What follows belongs to an exercise in optimizing a design on an open flow for small area and a short achievable clock period; a production flow would make more cautious choices. Function was checked by simulation only, so behaviour that the tests miss may differ from the original.

== job 101 ==
Design image_enhance, start of the top module:
module image_enhance (
    input  logic        clk,
    input  logic        reset,
    input  logic        stall,
    input  logic [80:0] img,
    input  logic [71:0] fil,
    input  logic [8:0]  add_img,
    output logic [29:0] out
);
Size: roughly 1900 cells after synthesis, about 200 I/O pins, ~0.025 mm2 of cells after synthesis.
==> flow/config.mk <==
export PLATFORM = sky130hd
export DESIGN_NAME = image_enhance
export DESIGN_NICKNAME = image_enhance
export VERILOG_FILES = /design/flow/design.v
export SDC_FILE = /design/flow/constraint.sdc
export NUM_CORES = 4
export LEC_CHECK = 0
export CAP_MARGIN = 20
export CORE_MARGIN = 2
export CORE_UTILIZATION = 30
export SLEW_MARGIN = 20
==> flow/constraint.sdc <==
create_clock -name core_clock -period 20.0 [get_ports {clk}]
set_input_delay 4.0000 -clock core_clock [delete_from_list [all_inputs] [get_ports {clk}]]
set_output_delay 4.0000 -clock core_clock [all_outputs]
set_load 0.01 [all_outputs]
standard.sh (not shown) runs the stock make flow with config.mk's settings and CLKGATE_MAP_FILE= SYNTH_SCRIPT=/design/flow/synth_recipe.tcl, a recipe that flattens the netlist after the stock synthesis.
==> flow/flow/run.sh <==
#!/bin/bash
# Layout flow: the standard synthesis, then a netlist pass that removes
# inverters around the full-adder cells (flow/invopt.py: cell polarities chosen so fewer inverters are needed), then the standard
# ORFS flow from floorplan to finish with the settings in flow/settings.txt.
set -euo pipefail
R=orfs/results/sky130hd/image_enhance/base
bash standard.sh synth > synth.log 2>&1
python3 flow/invopt.py $R/1_2_yosys.v $R/1_2_yosys_invopt.v > invopt.log 2>&1
cp $R/1_2_yosys.v $R/1_2_yosys_orig.v
cp $R/1_2_yosys_invopt.v $R/1_2_yosys.v
rm -f $R/1_synth.odb $R/1_synth.sdc
mapfile -t EXTRA < flow/settings.txt
bash standard.sh "${EXTRA[@]}" finish > finish.log 2>&1
==> flow/flow/settings.txt <==
SETUP_SLACK_MARGIN=15.0
BUFFER_PORTS_ARGS=-buffer_cell sky130_fd_sc_hd__buf_1
Other scripts of this flow, unchanged in this note and not shown: flow/flow/invopt.py
Job 101 was carried through to the last stage, and its layout satisfied the timing, design-rule and antenna checks.
Input-level comparison between job 102 and job 101:
Settings: an added CTS_CLUSTER_DIAMETER of 80; an added CTS_CLUSTER_SIZE of 30; a change of CORE_UTILIZATION from 30 to 80.
diff --git a/flow/flow/run.sh b/flow/flow/run.sh
--- a/flow/flow/run.sh
+++ b/flow/flow/run.sh
@@ -2,3 +2,11 @@
-# Layout flow: the standard synthesis, then a netlist pass that removes
-# inverters around the full-adder cells (flow/invopt.py: cell polarities chosen so fewer inverters are needed), then the standard
-# ORFS flow from floorplan to finish with the settings in flow/settings.txt.
+# Layout flow:
+#  1. the standard synthesis (standard.sh synth), unchanged;
+#  2. flow/invopt.py on its netlist: picks the polarity in which each
+#     full adder and 2-input AND/OR/XOR gate works, so that fewer inverters
+#     are needed, and puts each full adder's latest input on its fastest pin
+#     (the logic and the registers are left as they are);
+#  3. the standard ORFS flow from floorplan to finish, with the make settings
+#     in flow/settings.txt, one per line: ports buffered with buf_1, and
+#     timing repair asked for 14.9 ns of setup slack (a 5.1 ns period), at
+#     the design's clock period and constraints.
+# Each step's output goes to its own log file in the work folder.
==> flow/flow/settings.txt <==
SETUP_SLACK_MARGIN=14.9
BUFFER_PORTS_ARGS=-buffer_cell sky130_fd_sc_hd__buf_1
==> comparison <==
Against job 101 as the reference, job 102 delivers a lower hold slack. Post-route cell area, job 101 and job 102, lower one = job 102. Cmp job 102 vs job 101: core utilization higher in job 102. Met2 track demand over resource in global routing | job 102 above job 101. Delta (job 102 minus job 101): number of standard-cell rows in the floorplan shrank by about 40%; number of non-filler instances in the completed layout went down by 23%. Min relative area change from synthesis to final layout across job 101 and job 102: job 102. Between job 101 and job 102, weighted congestion reported at the end of routability-driven placement is higher for job 102, job 101 comes in under that. The lower clock distribution area overhead in the final layout came out of job 102.
--- input diff job 102..job 103 ---
Settings: swapping 80 for 55 in CORE_UTILIZATION.
==> flow/flow/run.sh <==
#!/bin/bash
# Layout flow: the standard synthesis, then a netlist pass that removes
# inverters around the full-adder cells (flow/invopt.py: cell polarities chosen so fewer inverters are needed), then the standard
# ORFS flow from floorplan to finish with the settings in flow/settings.txt.
set -euo pipefail
R=orfs/results/sky130hd/image_enhance/base
bash standard.sh synth > synth.log 2>&1
python3 flow/invopt.py $R/1_2_yosys.v $R/1_2_yosys_invopt.v > invopt.log 2>&1
cp $R/1_2_yosys.v $R/1_2_yosys_orig.v
cp $R/1_2_yosys_invopt.v $R/1_2_yosys.v
rm -f $R/1_synth.odb $R/1_synth.sdc
mapfile -t EXTRA < flow/settings.txt
bash standard.sh "${EXTRA[@]}" finish > finish.log 2>&1
### Flow results
- The final reports for job 103 and job 102 show number of cells on the worst reg-to-reg path lower in the former.
- Per the final summary, job 103 finished and its layout is clean on timing, DRC and antenna.
- Post-CTS setup-driven buffer insertion count came out exactly the same in job 102 and job 103.
- Routed wire length per instance | job 103 below job 102
- Looking at routed wire length across job 102 and job 103, the one that comes out lower is job 103.
- The multi-input logic area was comparable across job 102 and job 103.
Here is what was changed in the inputs of job 104 compared with job 103.
Settings: CORE_UTILIZATION now 70, was 55.
diff --git a/flow/flow/run.sh b/flow/flow/run.sh
--- a/flow/flow/run.sh
+++ b/flow/flow/run.sh
@@ -2,3 +2,11 @@
-# Layout flow: the standard synthesis, then a netlist pass that removes
-# inverters around the full-adder cells (flow/invopt.py: cell polarities chosen so fewer inverters are needed), then the standard
-# ORFS flow from floorplan to finish with the settings in flow/settings.txt.
+# Layout flow:
+#  1. the standard synthesis (standard.sh synth), unchanged;
+#  2. flow/invopt.py on its netlist: picks the polarity in which each
+#     full adder and 2-input AND/OR/XOR gate works, so that fewer inverters
+#     are needed, and puts each full adder's latest input on its fastest pin
+#     (the logic and the registers are left as they are);
+#  3. the standard ORFS flow from floorplan to finish, with the make settings
+#     in flow/settings.txt, one per line: ports buffered with buf_1, and
+#     timing repair asked for 14.9 ns of setup slack (a 5.1 ns period), at
+#     the design's clock period and constraints.
+# Each step's output goes to its own log file in the work folder.
### Flow results
Re met1 demand-to-capacity share in global routing: job 104 is 9.3 points up on job 103.
Diff job 104..job 103 | depth of the critical timing path with buffers and inverters included | unchanged
Taking job 103 as the reference, in job 104 sequential cell area share +0.24 points; final cell count went down by 135; area used by multi-input combinational logic held; worst hold slack went down 5.8 ps.
Diff job 103 -> job 104: area of the core moved down, summed area of non-filler cells in the final layout shows a reduction of about 0.9%.

========
Starting RTL as in the previous note.
export LEC_CHECK = 0
export CAP_MARGIN = 20
export CORE_MARGIN = 2
export CORE_UTILIZATION = 70
export CTS_CLUSTER_DIAMETER = 80
export CTS_CLUSTER_SIZE = 30
export SLEW_MARGIN = 20
create_clock -name core_clock -period 20.0 [get_ports {clk}]
==> flow/flow/run.sh <==
#!/bin/bash
# Layout flow:
#  1. the standard synthesis (standard.sh synth), unchanged;
#  2. flow/invopt.py on its netlist: picks the polarity in which each
#     full adder and 2-input AND/OR/XOR gate works, so that fewer inverters
#     are needed, and puts each full adder's latest input on its fastest pin
#     (the logic and the registers are left as they are);
#  3. the standard ORFS flow from floorplan to finish, with the make settings
#     in flow/settings.txt, one per line: ports buffered with buf_1, and
#     timing repair asked for 14.9 ns of setup slack (a 5.1 ns period), at
#     the design's clock period and constraints.
# Each step's output goes to its own log file in the work folder.
set -euo pipefail
R=orfs/results/sky130hd/image_enhance/base
bash standard.sh synth > synth.log 2>&1
python3 flow/invopt.py $R/1_2_yosys.v $R/1_2_yosys_invopt.v > invopt.log 2>&1
cp $R/1_2_yosys.v $R/1_2_yosys_orig.v
cp $R/1_2_yosys_invopt.v $R/1_2_yosys.v
rm -f $R/1_synth.odb $R/1_synth.sdc
mapfile -t EXTRA < flow/settings.txt
bash standard.sh "${EXTRA[@]}" finish > finish.log 2>&1
==> flow/flow/settings.txt <==
SETUP_SLACK_MARGIN=14.95
BUFFER_PORTS_ARGS=-buffer_cell sky130_fd_sc_hd__buf_1
Other scripts of this flow, unchanged in this note and not shown: flow/flow/invopt.py
Rerun with:
==> flow/flow/run.sh (replaced) <==
#!/bin/bash
# Layout flow: the standard synthesis, then a netlist pass that removes
# inverters around the full-adder cells (flow/invopt.py: cell polarities chosen so fewer inverters are needed), then the standard
# ORFS flow from floorplan to finish with the settings in flow/settings.txt.
set -euo pipefail
R=orfs/results/sky130hd/image_enhance/base
bash standard.sh synth > synth.log 2>&1
python3 flow/invopt.py $R/1_2_yosys.v $R/1_2_yosys_invopt.v > invopt.log 2>&1
cp $R/1_2_yosys.v $R/1_2_yosys_orig.v
cp $R/1_2_yosys_invopt.v $R/1_2_yosys.v
rm -f $R/1_synth.odb $R/1_synth.sdc
mapfile -t EXTRA < flow/settings.txt
bash standard.sh "${EXTRA[@]}" finish > finish.log 2>&1
==> flow/flow/settings.txt (replaced) <==
SETUP_SLACK_MARGIN=14.7
BUFFER_PORTS_ARGS=-buffer_cell sky130_fd_sc_hd__buf_1
- CORE_UTILIZATION: 70 -> 55
Outcome: Setup slack is worse by 0.15 ns; clock-buffer cell count goes up by 1; synthesized cell count stays the same; area after synthesis does not change; global-route usage is lower by 8.0 points; utilization shrinks by 16 points; design area is about the same; register-to-register slack degrades by 0.08 ns; routed wire length increases by 3.4%; maximum frequency went down by 2.8%; cell count went up by 5.2%.
Rerun with:
==> flow/flow/settings.txt (replaced) <==
SETUP_SLACK_MARGIN=14.9
BUFFER_PORTS_ARGS=-buffer_cell sky130_fd_sc_hd__buf_1
- CORE_UTILIZATION: 55 -> 70
Result:
- final cell count decreases by a few percent
- sequential cell count does not change
- maximum frequency rises by a few percent
- worst setup slack improves by 0.15 ns
- design area decreases slightly
- area after synthesis is unchanged
- utilization rises by 15 points
- global-route usage rises by 8.0 points

========
Another version of the RTL of image_enhance (not shown whole).
Size in the first run: ~2,000 cells after synthesis, roughly 0.026 sq mm of cells after synthesis.
==> flow/config.mk <==
export PLATFORM = sky130hd
export DESIGN_NAME = image_enhance
export DESIGN_NICKNAME = image_enhance
export VERILOG_FILES = /design/flow/design.v
export SDC_FILE = /design/flow/constraint.sdc
export NUM_CORES = 4
export LEC_CHECK = 0
export CAP_MARGIN = 20
export CORE_MARGIN = 2
export CORE_UTILIZATION = 30
export SLEW_MARGIN = 20
==> flow/constraint.sdc <==
create_clock -name core_clock -period 20.0 [get_ports {clk}]
set_input_delay 4.0000 -clock core_clock [delete_from_list [all_inputs] [get_ports {clk}]]
set_output_delay 4.0000 -clock core_clock [all_outputs]
set_load 0.01 [all_outputs]
==> flow/flow/run.sh <==
#!/bin/bash
# Layout flow: the standard synthesis, then a netlist pass that removes
# inverters around the full-adder cells (flow/invopt.py), then the standard
# ORFS flow from floorplan to finish with the settings in flow/settings.txt.
set -euo pipefail
R=orfs/results/sky130hd/image_enhance/base
bash standard.sh synth > synth.log 2>&1
python3 flow/invopt.py $R/1_2_yosys.v $R/1_2_yosys_invopt.v > invopt.log 2>&1
cp $R/1_2_yosys.v $R/1_2_yosys_orig.v
cp $R/1_2_yosys_invopt.v $R/1_2_yosys.v
rm -f $R/1_synth.odb $R/1_synth.sdc
mapfile -t EXTRA < flow/settings.txt
bash standard.sh "${EXTRA[@]}" finish > finish.log 2>&1
==> flow/flow/settings.txt <==
SETUP_SLACK_MARGIN=14.5
BUFFER_PORTS_ARGS=-buffer_cell sky130_fd_sc_hd__buf_4
Other scripts of this flow, unchanged in this note and not shown: flow/flow/invopt.py
The baseline ran to the end with no violations.
Rerun with:
==> flow/flow/settings.txt (replaced) <==
SETUP_SLACK_MARGIN=15.3
BUFFER_PORTS_ARGS=-buffer_cell sky130_fd_sc_hd__buf_1
What happened: Global-route usage grows by 1.2 points. Design area came out higher by 4.9%. Final cell count rose by 5.0%. Via count grows by 5.2%. Wire length grows by 6.4%. Non-clock buffer count came out higher by 166. Area after synthesis is unchanged. Setup slack is better by 0.16 ns. First-iteration DRC count rose by 24%.
Rerun with:
==> flow/flow/settings.txt (replaced) <==
SETUP_SLACK_MARGIN=15.0
BUFFER_PORTS_ARGS=-buffer_cell sky130_fd_sc_hd__buf_1
Effect:
- cell count fell by 2.0%
- sequential cell count is unchanged
- routed wire length fell by 3.4%
- non-clock buffer count fell by 71
- count of clock-buffer cells in the layout fell by 2
- register-to-register slack is worse by 0.11 ns

========
image_enhance with an RTL version that a note above also has.
For scale: roughly 1,900 cells after synthesis, roughly 200 I/O pins, about 25,000 sq um of cells after synthesis.
Settings: LEC_CHECK=0, CAP_MARGIN=20, CORE_MARGIN=2, CORE_UTILIZATION=55, CTS_CLUSTER_DIAMETER=80, CTS_CLUSTER_SIZE=30, SLEW_MARGIN=20; clock period 20.0 ns.
==> flow/flow/run.sh <==
#!/bin/bash
# Layout flow: the standard synthesis, then a netlist pass that removes
# inverters around the full-adder cells (flow/invopt.py: cell polarities chosen so fewer inverters are needed), then the standard
# ORFS flow from floorplan to finish with the settings in flow/settings.txt.
set -euo pipefail
R=orfs/results/sky130hd/image_enhance/base
bash standard.sh synth > synth.log 2>&1
python3 flow/invopt.py $R/1_2_yosys.v $R/1_2_yosys_invopt.v > invopt.log 2>&1
cp $R/1_2_yosys.v $R/1_2_yosys_orig.v
cp $R/1_2_yosys_invopt.v $R/1_2_yosys.v
rm -f $R/1_synth.odb $R/1_synth.sdc
mapfile -t EXTRA < flow/settings.txt
bash standard.sh "${EXTRA[@]}" finish > finish.log 2>&1
==> flow/flow/settings.txt <==
SETUP_SLACK_MARGIN=15.0
BUFFER_PORTS_ARGS=-buffer_cell sky130_fd_sc_hd__buf_1
Other scripts of this flow, unchanged in this note and not shown: flow/flow/invopt.py
The baseline finished with timing, DRC and antenna clean.
Change:
==> flow/flow/run.sh (replaced) <==
#!/bin/bash
# Layout flow:
#  1. the standard synthesis (standard.sh synth), unchanged;
#  2. flow/invopt.py on its netlist: picks the polarity in which each
#     full adder and 2-input AND/OR/XOR gate works, so that fewer inverters
#     are needed, and puts each full adder's latest input on its fastest pin
#     (the logic and the registers are left as they are);
#  3. the standard ORFS flow from floorplan to finish, with the make settings
#     in flow/settings.txt, one per line: ports buffered with buf_1.
# Each step's output goes to its own log file in the work folder.
set -euo pipefail
R=orfs/results/sky130hd/image_enhance/base
bash standard.sh synth > synth.log 2>&1
python3 flow/invopt.py $R/1_2_yosys.v $R/1_2_yosys_invopt.v > invopt.log 2>&1
cp $R/1_2_yosys.v $R/1_2_yosys_orig.v
cp $R/1_2_yosys_invopt.v $R/1_2_yosys.v
rm -f $R/1_synth.odb $R/1_synth.sdc
mapfile -t EXTRA < flow/settings.txt
bash standard.sh "${EXTRA[@]}" finish > finish.log 2>&1
==> flow/flow/settings.txt (replaced) <==
BUFFER_PORTS_ARGS=-buffer_cell sky130_fd_sc_hd__buf_1
- CORE_UTILIZATION: 55 -> 70
- GPL_TIMING_DRIVEN: not set -> 1
What happened:
- setup slack got worse by 480 ps
- routed wire length falls by about 3.2%
- clock skew stays flat
Change:
==> flow/flow/run.sh (replaced) <==
#!/bin/bash
# Layout flow: the standard synthesis, then a netlist pass that removes
# inverters around the full-adder cells (flow/invopt.py: cell polarities chosen so fewer inverters are needed), then the standard
# ORFS flow from floorplan to finish with the settings in flow/settings.txt.
set -euo pipefail
R=orfs/results/sky130hd/image_enhance/base
bash standard.sh synth > synth.log 2>&1
python3 flow/invopt.py $R/1_2_yosys.v $R/1_2_yosys_invopt.v > invopt.log 2>&1
cp $R/1_2_yosys.v $R/1_2_yosys_orig.v
cp $R/1_2_yosys_invopt.v $R/1_2_yosys.v
rm -f $R/1_synth.odb $R/1_synth.sdc
mapfile -t EXTRA < flow/settings.txt
bash standard.sh "${EXTRA[@]}" finish > finish.log 2>&1
==> flow/flow/settings.txt (replaced) <==
SETUP_SLACK_MARGIN=15.0
BUFFER_PORTS_ARGS=-buffer_cell sky130_fd_sc_hd__buf_1
- CORE_UTILIZATION: 70 -> 55
- CTS_CLUSTER_DIAMETER: 80 -> not set
- CTS_CLUSTER_SIZE: 30 -> not set
- GPL_TIMING_DRIVEN: 1 -> not set
=> Synthesized area is unchanged. Routed wire length goes up by 2.8%. Non-clock buffer count came out higher by 20. Critical path depth falls by 3. Count of clock-buffer cells in the layout came out higher by 16. Synthesized cell count does not change. Flip-flop and latch count is unchanged.

static timing again, ports no longer ideal:
How much do the figures lean on ideal ports? The routed layouts below were timed once more, with nothing changed but the port constraints.
Step 1, drivers: a clkbuf_16 drives clk and a buf_2 each remaining input, both assumed.
Step 2 adds t to the input delays and takes it off the output delays; t is the mean of the earliest and latest rising clock arrival at the registers after step 1. Input paths then give back, and output paths get back, about the clock's delay inside the block.
Slacks: ideal ports / drivers / drivers and shift; pairs: ideal ports / drivers.
run | t (ns) | setup WS [ns] | hold slack, ns | worst setup path at the end | worst register clock-pin slew, ns
job 101 | 0.646 | 14.907 / 14.842 / 14.448 | 0.521 / 0.521 / 0.521 | input to register | 0.07 / 0.07
job 102 | 0.577 | 14.910 / 14.855 / 14.430 | 0.513 / 0.513 / 0.513 | input to register | 0.12 / 0.12
job 103 | 0.609 | 14.930 / 14.867 / 14.472 | 0.505 / 0.505 / 0.505 | input to register | 0.11 / 0.11
job 104 | 0.599 | 14.913 / 14.853 / 14.388 | 0.499 / 0.499 / 0.499 | input to register | 0.11 / 0.11
the first run of note 2 | 0.590 | 14.927 / 14.872 / 14.536 | 0.504 / 0.504 / 0.504 | input to register | 0.10 / 0.10
the second run of note 2 | 0.617 | 14.782 / 14.781 / 14.199 | 0.497 / 0.497 / 0.497 | input to register | 0.11 / 0.11
the third run of note 2 | 0.585 | 14.930 / 14.872 / 14.461 | 0.496 / 0.496 / 0.496 | input to register | 0.11 / 0.11
the first run of note 3 | 0.682 | 14.703 / 14.692 / 14.064 | 0.479 / 0.479 / 0.479 | input to register | 0.07 / 0.07
the second run of note 3 | 0.631 | 14.865 / 14.799 / 14.738 | 0.485 / 0.485 / 0.485 | input to register | 0.06 / 0.06
the third run of note 3 | 0.685 | 14.847 / 14.783 / 14.404 | 0.488 / 0.488 / 0.488 | input to register | 0.08 / 0.08
the first run of note 4 | 0.609 | 14.905 / 14.846 / 14.512 | 0.504 / 0.504 / 0.504 | input to register | 0.10 / 0.10
the second run of note 4 | 0.581 | 14.429 / 14.461 / 13.880 | 0.509 / 0.509 / 0.509 | input to register | 0.11 / 0.11
the third run of note 4 | 0.633 | 14.917 / 14.857 / 14.541 | 0.494 / 0.494 / 0.494 | input to register | 0.06 / 0.06
After both steps setup and hold are still met in every run listed. The setup slack of the first run of note 3, which loses most, moves by -0.011 ns with the drivers and by -0.639 ns with both steps.
